Context: an optimization exercise on an open-source flow, tuned for small area and a short achievable clock period. The choices shown serve that exercise and are no tape-out recipe. Function was checked by simulation only, so behaviour that the tests miss may differ from the original. Power is estimated from default activity; no workload was simulated.

==> inputs of job 2172 <==
// wallace_mult_top
module wallace_mult_top (
	input  wire        clk,
	input  wire        sext_a,
	input  wire        sext_b,
	input  wire [31:0] a,
	input  wire [31:0] b,
	output wire [63:0] out
);
Settings: LEC_CHECK=0, CAP_MARGIN=20, CORE_MARGIN=2, CORE_UTILIZATION=40, SETUP_SLACK_MARGIN=4.3, SLEW_MARGIN=20, SYNTH_HIERARCHICAL=1, SYNTH_MINIMUM_KEEP_SIZE=0; clock period 8.5 ns.
run.sh (not shown) runs the stock make flow with config.mk's settings and CLKGATE_MAP_FILE= SYNTH_SCRIPT=/design/flow/synth_recipe.tcl, a recipe that flattens the netlist after the stock synthesis.
==> job 2159 (differences from job 2172) <==
==> flow/flow/run.sh (new file) <==
#!/bin/bash
# The standard layout (standard.sh, with the standard flow's synthesis and settings), except that
# the port buffers that global placement inserts are buf_1 cells instead of the
# default choice. make's own output goes to standard.log; each tool's log is under
# orfs/logs/.
set -euo pipefail
bash standard.sh 'BUFFER_PORTS_ARGS=-buffer_cell sky130_fd_sc_hd__buf_1' finish > standard.log 2>&1
==> flow/standard.sh (new file) <==
#!/bin/bash
# synth_recipe.tcl (not shown) runs the flow's synth.tcl, then flattens the netlist and writes it again
# the make line also repeats each setting of config.mk as NAME=value (left out here)
make -C /OpenROAD-flow-scripts/flow DESIGN_CONFIG=/design/flow/config.mk WORK_HOME=/design/flow/orfs CLKGATE_MAP_FILE= SYNTH_SCRIPT=/design/flow/synth_recipe.tcl "${@:-finish}"
- CORE_UTILIZATION: 40 -> 60
- SETUP_SLACK_MARGIN: 4.3 -> 4.0
removed: flow/run.sh
==> job 4071 (differences from job 2172) <==
- CORE_UTILIZATION: 40 -> 60
- SETUP_SLACK_MARGIN: 4.3 -> 4.0
==> job 4555 (differences from job 2172) <==
- CORE_UTILIZATION: 40 -> 60
- SETUP_SLACK_MARGIN: 4.3 -> 4.0
- TNS_END_PERCENT: default -> 30
==> summary of the runs <==
Job 4555 went through all stages and came out clean. Job 4071 ran to the end with no violations. Job 2172 completed without violations. Job 2159 completed with no timing, DRC or antenna violations. Between job 2159 and job 2172, the lower clock power is in job 2172 (gap about 2%, measured against job 2172). Critical path depth is the same in job 2159 and job 2172. Hold slack: job 2159 is better than job 4555 (0.0013 ns). Synthesized area is the same in job 4555 and job 2159. The lowest non-clock buffer count belongs to job 4555, the highest to job 2172. Die area: job 4071 is smaller than job 2172 (33%). Of job 2172 and job 2159, job 2172 has the higher final area (gap about 8%, measured against job 2159). The highest final cell count belongs to job 2172, the lowest to job 4555. Sequential share of layout area, lowest first: job 2172, job 4555, job 4071, job 2159. Between job 4555 and job 2172, the lower register-to-register slack is in job 4555 (gap 0.35 ns).
==> figures <==
	job 2159	job 2172	job 4555	job 4071
Metal1 wirelength	35900 µm	37600 µm	35900 µm	35900 µm
Switching share of total power	50.4%	49.8%	49.0%	49.4%
Number of global-route vias before repair	22683	23472	22901	22906
Total of cells resized after clock tree synthesis	39	280	67	108
Instance area at placement	0.0284 mm²	0.0296 mm²	0.0292 mm²	0.0292 mm²
Share of total power in sequential cells	11.2%	10.6%	10.9%	11.0%
Height of the die	221 µm	270 µm	221 µm	221 µm
Status	complete, no violations	complete, no violations	complete, no violations	complete, no violations
Min Hold Slack	0.796 ns	0.769 ns	0.795 ns	0.797 ns
Clock buffer and inverter area fraction after layout	2.05%	1.88%	2.14%	2.15%
Per-cell via count in the routed design	6.69	6.18	6.76	6.75
Wire length per cell	27.5 µm	27.6 µm	27.7 µm	27.6 µm
Final setup margin	4.00 ns	4.01 ns	3.94 ns	4.01 ns
Total length of routed met3 wires	11400 µm	11800 µm	12300 µm	12200 µm
Global-route usage over all layers	36.2%	26.4%	36.4%	36.4%
Fraction of area in non-clock buffers	4.50%	9.44%	7.23%	6.78%
Ratio of cells with drive above 1 in the final layout	9.55%	14.6%	9.62%	9.84%
Final cell count without fillers	3213	3580	3206	3209
Detailed-routing iteration count for the pre-antenna-repair pass	6	7	7	7
Skew-Pair Late Insertion Delay	0.52 ns	0.51 ns	0.52 ns	0.52 ns
Data arrival time of the critical path	2.80 ns	2.79 ns	2.86 ns	2.79 ns
Logic power comb	11.7 mW	13.1 mW	12.3 mW	12.3 mW

* * *

==> build 90 <==
Another version of the RTL of wallace_mult_top (not shown whole).
## wallace_mult_top
module wallace_mult_top (
	input  wire        clk,
	input  wire        sext_a,
	input  wire        sext_b,
	input  wire [31:0] a,
	input  wire [31:0] b,
	output wire [63:0] out
);
reg  [31:0] a_r;
reg         ae_r;
reg  [15:0] one_r;
reg  [15:0] two_r;
reg  [15:0] neg_r;
reg         sel16_r;
integer i;
reg [15:0] one_d, two_d, neg_d;
reg        b2, b1, b0;
always @ (*) begin
	for (i = 0; i < 16; i = i + 1) begin
		b2 = b[2 * i + 1];
		b1 = b[2 * i];
		b0 = (i == 0) ? 1'b0 : b[2 * i - 1];
		one_d[i] = b1 ^ b0;
		two_d[i] = (b2 & ~b1 & ~b0) | (~b2 & b1 & b0);
		neg_d[i] = b2;
	end
end
always @ (posedge clk) begin
	a_r     <= a;
	ae_r    <= sext_a & a[31];
	one_r   <= one_d;
	two_r   <= two_d;
	neg_r   <= neg_d;
	sel16_r <= b[31] & ~sext_b;    
end
wire pp0_0;
wire pp0_1;
wire pp0_2;
wire pp0_3;
wire pp0_4;
wire pp0_5;
wire pp0_6;
wire pp0_7;
wire pp0_8;
wire pp0_9;
wire pp0_10;
wire pp0_11;
wire pp0_12;
wire pp0_13;
wire pp0_14;
wire pp0_15;
wire pp0_16;
wire pp0_17;
wire pp0_18;
wire pp0_19;
wire pp0_20;
wire pp0_21;
wire pp0_22;
wire pp0_23;
wire pp0_24;
wire pp0_25;
wire pp0_26;
wire pp0_27;
wire pp0_28;
wire pp0_29;
wire pp0_30;
wire pp0_31;
wire pp0_32;
wire pp0_33;
wire pp1_0;
wire pp1_1;
wire pp1_2;
wire pp1_3;
wire pp1_4;
wire pp1_5;
wire pp1_6;
wire pp1_7;
wire pp1_8;
wire pp1_9;
wire pp1_10;
wire pp1_11;
wire pp1_12;
wire pp1_13;
wire pp1_14;
wire pp1_15;
wire pp1_16;
wire pp1_17;
wire pp1_18;
wire pp1_19;
wire pp1_20;
wire pp1_21;
wire pp1_22;
wire pp1_23;
wire pp1_24;
wire pp1_25;
wire pp1_26;
wire pp1_27;
wire pp1_28;
wire pp1_29;
wire pp1_30;
wire pp1_31;
wire pp1_32;
wire pp1_33;
wire pp2_0;
wire pp2_1;
wire pp2_2;
wire pp2_3;
wire pp2_4;
wire pp2_5;
wire pp2_6;
wire pp2_7;
wire pp2_8;
wire pp2_9;
wire pp2_10;
wire pp2_11;
wire pp2_12;
wire pp2_13;
wire pp2_14;
wire pp2_15;
wire pp2_16;
  ...
clock: 8.5 ns
lec_check: 0
cap_margin: 20
core_margin: 2
core_utilization: 40
setup_slack_margin: 4.0
slew_margin: 20
synth_hierarchical: 1
synth_minimum_keep_size: 0
Stock flow here: none of the scripts above is used.
==> inputs of trial 63, as changes to build 90 <==
--- a/flow/design.v
+++ b/flow/design.v
@@ -17,16 +17,19 @@
 module pg10 (input wire gi, input wire pi, input wire gj, input wire pj, output wire go, output wire po);
 assign go = (~gi | (~pi & gj));
 assign po = (~pi & pj);
 endmodule
 module pg11 (input wire gi, input wire pi, input wire gj, input wire pj, output wire go, output wire po);
 assign go = (~gi | (~pi & ~gj));
 assign po = (~pi & ~pj);
 endmodule
+module sx0 (input wire p, input wire g, output wire s);
+assign s = p ^ g;
+endmodule
 module wallace_mult_top (
 	input  wire        clk,
 	input  wire        sext_a,
 	input  wire        sext_b,
 	input  wire [31:0] a,
 	input  wire [31:0] b,
 	output wire [63:0] out
 );
@@ -3283,62 +3286,108 @@
 wire hi_G6_39 = ~hi_G3_39 | (~hi_P3_39 & hi_G5_31);
 wire hi_G6_40 = ~hi_G4_40 | (~hi_P4_40 & hi_G5_31);
 wire hi_G6_41 = hi_G4_41 | (hi_P4_41 & hi_G5_31);
 wire hi_G6_42 = hi_G4_42 | (hi_P4_42 & hi_G5_31);
 wire hi_G6_43 = ~hi_G4_43 | (~hi_P4_43 & hi_G5_31);
 wire hi_G6_44 = hi_G4_44 | (hi_P4_44 & hi_G5_31);
 wire hi_G6_45 = ~hi_G4_45 | (~hi_P4_45 & hi_G5_31);
 wire hi_G6_46 = ~hi_G4_46 | (~hi_P4_46 & hi_G5_31);
-wire hi_s0 = hi_p0 ^ cK_q;
-wire hi_s1 = hi_p1 ^ hi_G1_1;
-wire hi_s2 = hi_p2 ^ hi_G2_2;
-wire hi_s3 = hi_p3 ^ hi_G2_3;
-wire hi_s4 = hi_p4 ^ hi_G3_4;
-wire hi_s5 = hi_p5 ^ hi_G3_5;
-wire hi_s6 = hi_p6 ^ hi_G3_6;
-wire hi_s7 = hi_p7 ^ hi_G3_7;
-wire hi_s8 = hi_p8 ^ hi_G4_8;
-wire hi_s9 = hi_p9 ^ hi_G4_9;
-wire hi_s10 = hi_p10 ^ hi_G4_10;
-wire hi_s11 = hi_p11 ^ hi_G4_11;
-wire hi_s12 = hi_p12 ^ hi_G4_12;
-wire hi_s13 = hi_p13 ^ hi_G4_13;
-wire hi_s14 = hi_p14 ^ hi_G4_14;
-wire hi_s15 = hi_p15 ^ hi_G4_15;
-wire hi_s16 = hi_p16 ^ hi_G5_16;
-wire hi_s17 = hi_p17 ^ hi_G5_17;
-wire hi_s18 = hi_p18 ^ hi_G5_18;
-wire hi_s19 = hi_p19 ^ hi_G5_19;
-wire hi_s20 = hi_p20 ^ hi_G5_20;
-wire hi_s21 = hi_p21 ^ hi_G5_21;
-wire hi_s22 = hi_p22 ^ hi_G5_22;
-wire hi_s23 = hi_p23 ^ hi_G5_23;
-wire hi_s24 = hi_p24 ^ hi_G5_24;
-wire hi_s25 = hi_p25 ^ hi_G5_25;
-wire hi_s26 = hi_p26 ^ hi_G5_26;
-wire hi_s27 = hi_p27 ^ hi_G5_27;
-wire hi_s28 = hi_p28 ^ hi_G5_28;
-wire hi_s29 = hi_p29 ^ hi_G5_29;
-wire hi_s30 = hi_p30 ^ hi_G5_30;
-wire hi_s31 = hi_p31 ^ hi_G5_31;
-wire hi_s32 = hi_p32 ^ hi_G6_32;
-wire hi_s33 = hi_p33 ^ hi_G6_33;
-wire hi_s34 = hi_p34 ^ hi_G6_34;
-wire hi_s35 = hi_p35 ^ hi_G6_35;
-wire hi_s36 = hi_p36 ^ hi_G6_36;
-wire hi_s37 = hi_p37 ^ hi_G6_37;
-wire hi_s38 = hi_p38 ^ hi_G6_38;
-wire hi_s39 = hi_p39 ^ hi_G6_39;
-wire hi_s40 = hi_p40 ^ hi_G6_40;
-wire hi_s41 = hi_p41 ^ hi_G6_41;
-wire hi_s42 = hi_p42 ^ hi_G6_42;
-wire hi_s43 = hi_p43 ^ hi_G6_43;
-wire hi_s44 = hi_p44 ^ hi_G6_44;
-wire hi_s45 = hi_p45 ^ hi_G6_45;
+wire hi_s0;
+sx0 u_hi_s0 (.p(hi_p0), .g(cK_q), .s(hi_s0));
+wire hi_s1;
+sx0 u_hi_s1 (.p(hi_p1), .g(hi_G1_1), .s(hi_s1));
+wire hi_s2;
+sx0 u_hi_s2 (.p(hi_p2), .g(hi_G2_2), .s(hi_s2));
+wire hi_s3;
+sx0 u_hi_s3 (.p(hi_p3), .g(hi_G2_3), .s(hi_s3));
+wire hi_s4;
+sx0 u_hi_s4 (.p(hi_p4), .g(hi_G3_4), .s(hi_s4));
+wire hi_s5;
+sx0 u_hi_s5 (.p(hi_p5), .g(hi_G3_5), .s(hi_s5));
+wire hi_s6;
+sx0 u_hi_s6 (.p(hi_p6), .g(hi_G3_6), .s(hi_s6));
+wire hi_s7;
+sx0 u_hi_s7 (.p(hi_p7), .g(hi_G3_7), .s(hi_s7));
+wire hi_s8;
+sx0 u_hi_s8 (.p(hi_p8), .g(hi_G4_8), .s(hi_s8));
+wire hi_s9;
+sx0 u_hi_s9 (.p(hi_p9), .g(hi_G4_9), .s(hi_s9));
+wire hi_s10;
+sx0 u_hi_s10 (.p(hi_p10), .g(hi_G4_10), .s(hi_s10));
+wire hi_s11;
+sx0 u_hi_s11 (.p(hi_p11), .g(hi_G4_11), .s(hi_s11));
+wire hi_s12;
+sx0 u_hi_s12 (.p(hi_p12), .g(hi_G4_12), .s(hi_s12));
+wire hi_s13;
+sx0 u_hi_s13 (.p(hi_p13), .g(hi_G4_13), .s(hi_s13));
+wire hi_s14;
+sx0 u_hi_s14 (.p(hi_p14), .g(hi_G4_14), .s(hi_s14));
+wire hi_s15;
+sx0 u_hi_s15 (.p(hi_p15), .g(hi_G4_15), .s(hi_s15));
+wire hi_s16;
+sx0 u_hi_s16 (.p(hi_p16), .g(hi_G5_16), .s(hi_s16));
+wire hi_s17;
+sx0 u_hi_s17 (.p(hi_p17), .g(hi_G5_17), .s(hi_s17));
+wire hi_s18;
+sx0 u_hi_s18 (.p(hi_p18), .g(hi_G5_18), .s(hi_s18));
+wire hi_s19;
+sx0 u_hi_s19 (.p(hi_p19), .g(hi_G5_19), .s(hi_s19));
+wire hi_s20;
+sx0 u_hi_s20 (.p(hi_p20), .g(hi_G5_20), .s(hi_s20));
+wire hi_s21;
+sx0 u_hi_s21 (.p(hi_p21), .g(hi_G5_21), .s(hi_s21));
+wire hi_s22;
+sx0 u_hi_s22 (.p(hi_p22), .g(hi_G5_22), .s(hi_s22));
+wire hi_s23;
+sx0 u_hi_s23 (.p(hi_p23), .g(hi_G5_23), .s(hi_s23));
+wire hi_s24;
+sx0 u_hi_s24 (.p(hi_p24), .g(hi_G5_24), .s(hi_s24));
+wire hi_s25;
+sx0 u_hi_s25 (.p(hi_p25), .g(hi_G5_25), .s(hi_s25));
+wire hi_s26;
+sx0 u_hi_s26 (.p(hi_p26), .g(hi_G5_26), .s(hi_s26));
+wire hi_s27;
+sx0 u_hi_s27 (.p(hi_p27), .g(hi_G5_27), .s(hi_s27));
+wire hi_s28;
+sx0 u_hi_s28 (.p(hi_p28), .g(hi_G5_28), .s(hi_s28));
+wire hi_s29;
+sx0 u_hi_s29 (.p(hi_p29), .g(hi_G5_29), .s(hi_s29));
+wire hi_s30;
+sx0 u_hi_s30 (.p(hi_p30), .g(hi_G5_30), .s(hi_s30));
+wire hi_s31;
+sx0 u_hi_s31 (.p(hi_p31), .g(hi_G5_31), .s(hi_s31));
+wire hi_s32;
+sx0 u_hi_s32 (.p(hi_p32), .g(hi_G6_32), .s(hi_s32));
+wire hi_s33;
+sx0 u_hi_s33 (.p(hi_p33), .g(hi_G6_33), .s(hi_s33));
+wire hi_s34;
+sx0 u_hi_s34 (.p(hi_p34), .g(hi_G6_34), .s(hi_s34));
+wire hi_s35;
+sx0 u_hi_s35 (.p(hi_p35), .g(hi_G6_35), .s(hi_s35));
+wire hi_s36;
+sx0 u_hi_s36 (.p(hi_p36), .g(hi_G6_36), .s(hi_s36));
+wire hi_s37;
+sx0 u_hi_s37 (.p(hi_p37), .g(hi_G6_37), .s(hi_s37));
+wire hi_s38;
+sx0 u_hi_s38 (.p(hi_p38), .g(hi_G6_38), .s(hi_s38));
+wire hi_s39;
+sx0 u_hi_s39 (.p(hi_p39), .g(hi_G6_39), .s(hi_s39));
+wire hi_s40;
+sx0 u_hi_s40 (.p(hi_p40), .g(hi_G6_40), .s(hi_s40));
+wire hi_s41;
+sx0 u_hi_s41 (.p(hi_p41), .g(hi_G6_41), .s(hi_s41));
+wire hi_s42;
+sx0 u_hi_s42 (.p(hi_p42), .g(hi_G6_42), .s(hi_s42));
+wire hi_s43;
+sx0 u_hi_s43 (.p(hi_p43), .g(hi_G6_43), .s(hi_s43));
+wire hi_s44;
+sx0 u_hi_s44 (.p(hi_p44), .g(hi_G6_44), .s(hi_s44));
+wire hi_s45;
+sx0 u_hi_s45 (.p(hi_p45), .g(hi_G6_45), .s(hi_s45));
 assign out[0] = s0_q;
 assign out[1] = s1_q;
 assign out[2] = s2_q;
 assign out[3] = s3_q;
 assign out[4] = s4_q;
 assign out[5] = s5_q;
 assign out[6] = s6_q;
 assign out[7] = s7_q;
==> flow/flow/run.sh (new file) <==
#!/bin/bash
# The standard layout (standard.sh, with the standard flow's synthesis and settings), except that
# the port buffers that global placement inserts are buf_1 cells instead of the
# default choice. make's own output goes to standard.log; each tool's log is under
# orfs/logs/.
set -euo pipefail
bash standard.sh 'BUFFER_PORTS_ARGS=-buffer_cell sky130_fd_sc_hd__buf_1' finish > standard.log 2>&1
==> flow/standard.sh (new file) <==
#!/bin/bash
# synth_recipe.tcl (not shown) runs the flow's synth.tcl, then flattens the netlist and writes it again
# the make line also repeats each setting of config.mk as NAME=value (left out here)
make -C /OpenROAD-flow-scripts/flow DESIGN_CONFIG=/design/flow/config.mk WORK_HOME=/design/flow/orfs CLKGATE_MAP_FILE= SYNTH_SCRIPT=/design/flow/synth_recipe.tcl "${@:-finish}"
==> flow/config.mk (replaced) <==
export PLATFORM = sky130hd
export DESIGN_NAME = wallace_mult_top
export DESIGN_NICKNAME = wallace_mult_top
export VERILOG_FILES = /design/flow/design.v
export SDC_FILE = /design/flow/constraint.sdc
export NUM_CORES = 4
export LEC_CHECK = 0
export CAP_MARGIN = 20
export CORE_MARGIN = 2
export CORE_UTILIZATION = 60
export SETUP_SLACK_MARGIN = 4.15
export SLEW_MARGIN = 20
export SYNTH_HIERARCHICAL = 1
export SYNTH_MINIMUM_KEEP_SIZE = 0
removed: flow/run.sh
==> inputs of trial 50, as changes to build 90 <==
==> flow/config.mk (replaced) <==
export PLATFORM = sky130hd
export DESIGN_NAME = wallace_mult_top
export DESIGN_NICKNAME = wallace_mult_top
export VERILOG_FILES = /design/flow/design.v
export SDC_FILE = /design/flow/constraint.sdc
export NUM_CORES = 4
export LEC_CHECK = 0
export CAP_MARGIN = 20
export CORE_MARGIN = 2
export CORE_UTILIZATION = 40
export SETUP_SLACK_MARGIN = 4.3
export SLEW_MARGIN = 20
export SYNTH_HIERARCHICAL = 1
export SYNTH_MINIMUM_KEEP_SIZE = 0
==> flow_metrics.env <==
export IMPL_outcome="no timing/DRC/antenna violations"
export IMPL_reg2regPathDepth=8
export IMPL_wirelength_met1_mm=38.5
export IMPL_setup_slack_ps=3890
export IMPL_nMultiInputCombCells=2090
export IMPL_final_layout_size_suffix_gt1_share_pct=15.8
export IMPL_nets=3277
export IMPL_first_iter_violations=2799
export IMPL_synth_distinct_cells=45
That was trial 50.
==> flow_metrics.env <==
export IMPL_setup_slack_ps=3950
export IMPL_outcome="no timing/DRC/antenna violations"
export IMPL_first_iter_violations=2920
export IMPL_reg2regPathDepth=14
export IMPL_synth_distinct_cells=51
export IMPL_clk_share_pct=2.08
export IMPL_final_layout_size_suffix_gt1_share_pct=11.3
export IMPL_nMultiInputCombCells=2105
That was trial 63.
==> flow_metrics.env <==
export IMPL_outcome="no timing/DRC/antenna violations"
export IMPL_final_layout_size_suffix_gt1_share_pct=11.0
export IMPL_cp_required_ps=6800
export IMPL_tap_cells=940
export IMPL_final_nonclk_buf_share_pct=6.25
export IMPL_nets=3204
export IMPL_setup_slack_ps=3900
export IMPL_nMultiInputCombCells=2090
export IMPL_synth_distinct_cells=45
export IMPL_relSlewSlack_pct=24.6
That was build 90.

separate check: timing with driven ports:
In the flow no input, the clock included, has a driving cell. The finished layouts below were timed again as built, in two steps. Step 1 assumes that a clkbuf_16 drives the clock port and a buf_2 every other input. Step 2, shift: input delay + t, output delay - t, t = (earliest + latest rising clock arrival at the registers) / 2. This alone moves slack from input paths to output paths. Three values: ideal, step 1, step 2; two values: the first two.
run	t, ns	slack for setup (ns)	hold WS [ns]	pins driven straight from the clock port
job 2172	0.559	4.012 / 3.954 / 4.310	0.769 / 0.769 / 0.769	1
job 2159	0.572	4.003 / 3.940 / 4.059	0.796 / 0.796 / 0.796	1
job 4071	0.561	4.006 / 3.946 / 4.090	0.797 / 0.797 / 0.797	1
job 4555	0.562	3.936 / 3.877 / 3.959	0.795 / 0.795 / 0.795	1
build 90	0.566	3.901 / 3.842 / 4.091	0.807 / 0.807 / 0.807	1
trial 63	0.578	3.945 / 3.887 / 4.214	0.838 / 0.838 / 0.838	1
trial 50	0.570	3.892 / 3.830 / 4.357	0.734 / 0.734 / 0.734	1
After both steps setup and hold are still met in every run listed.
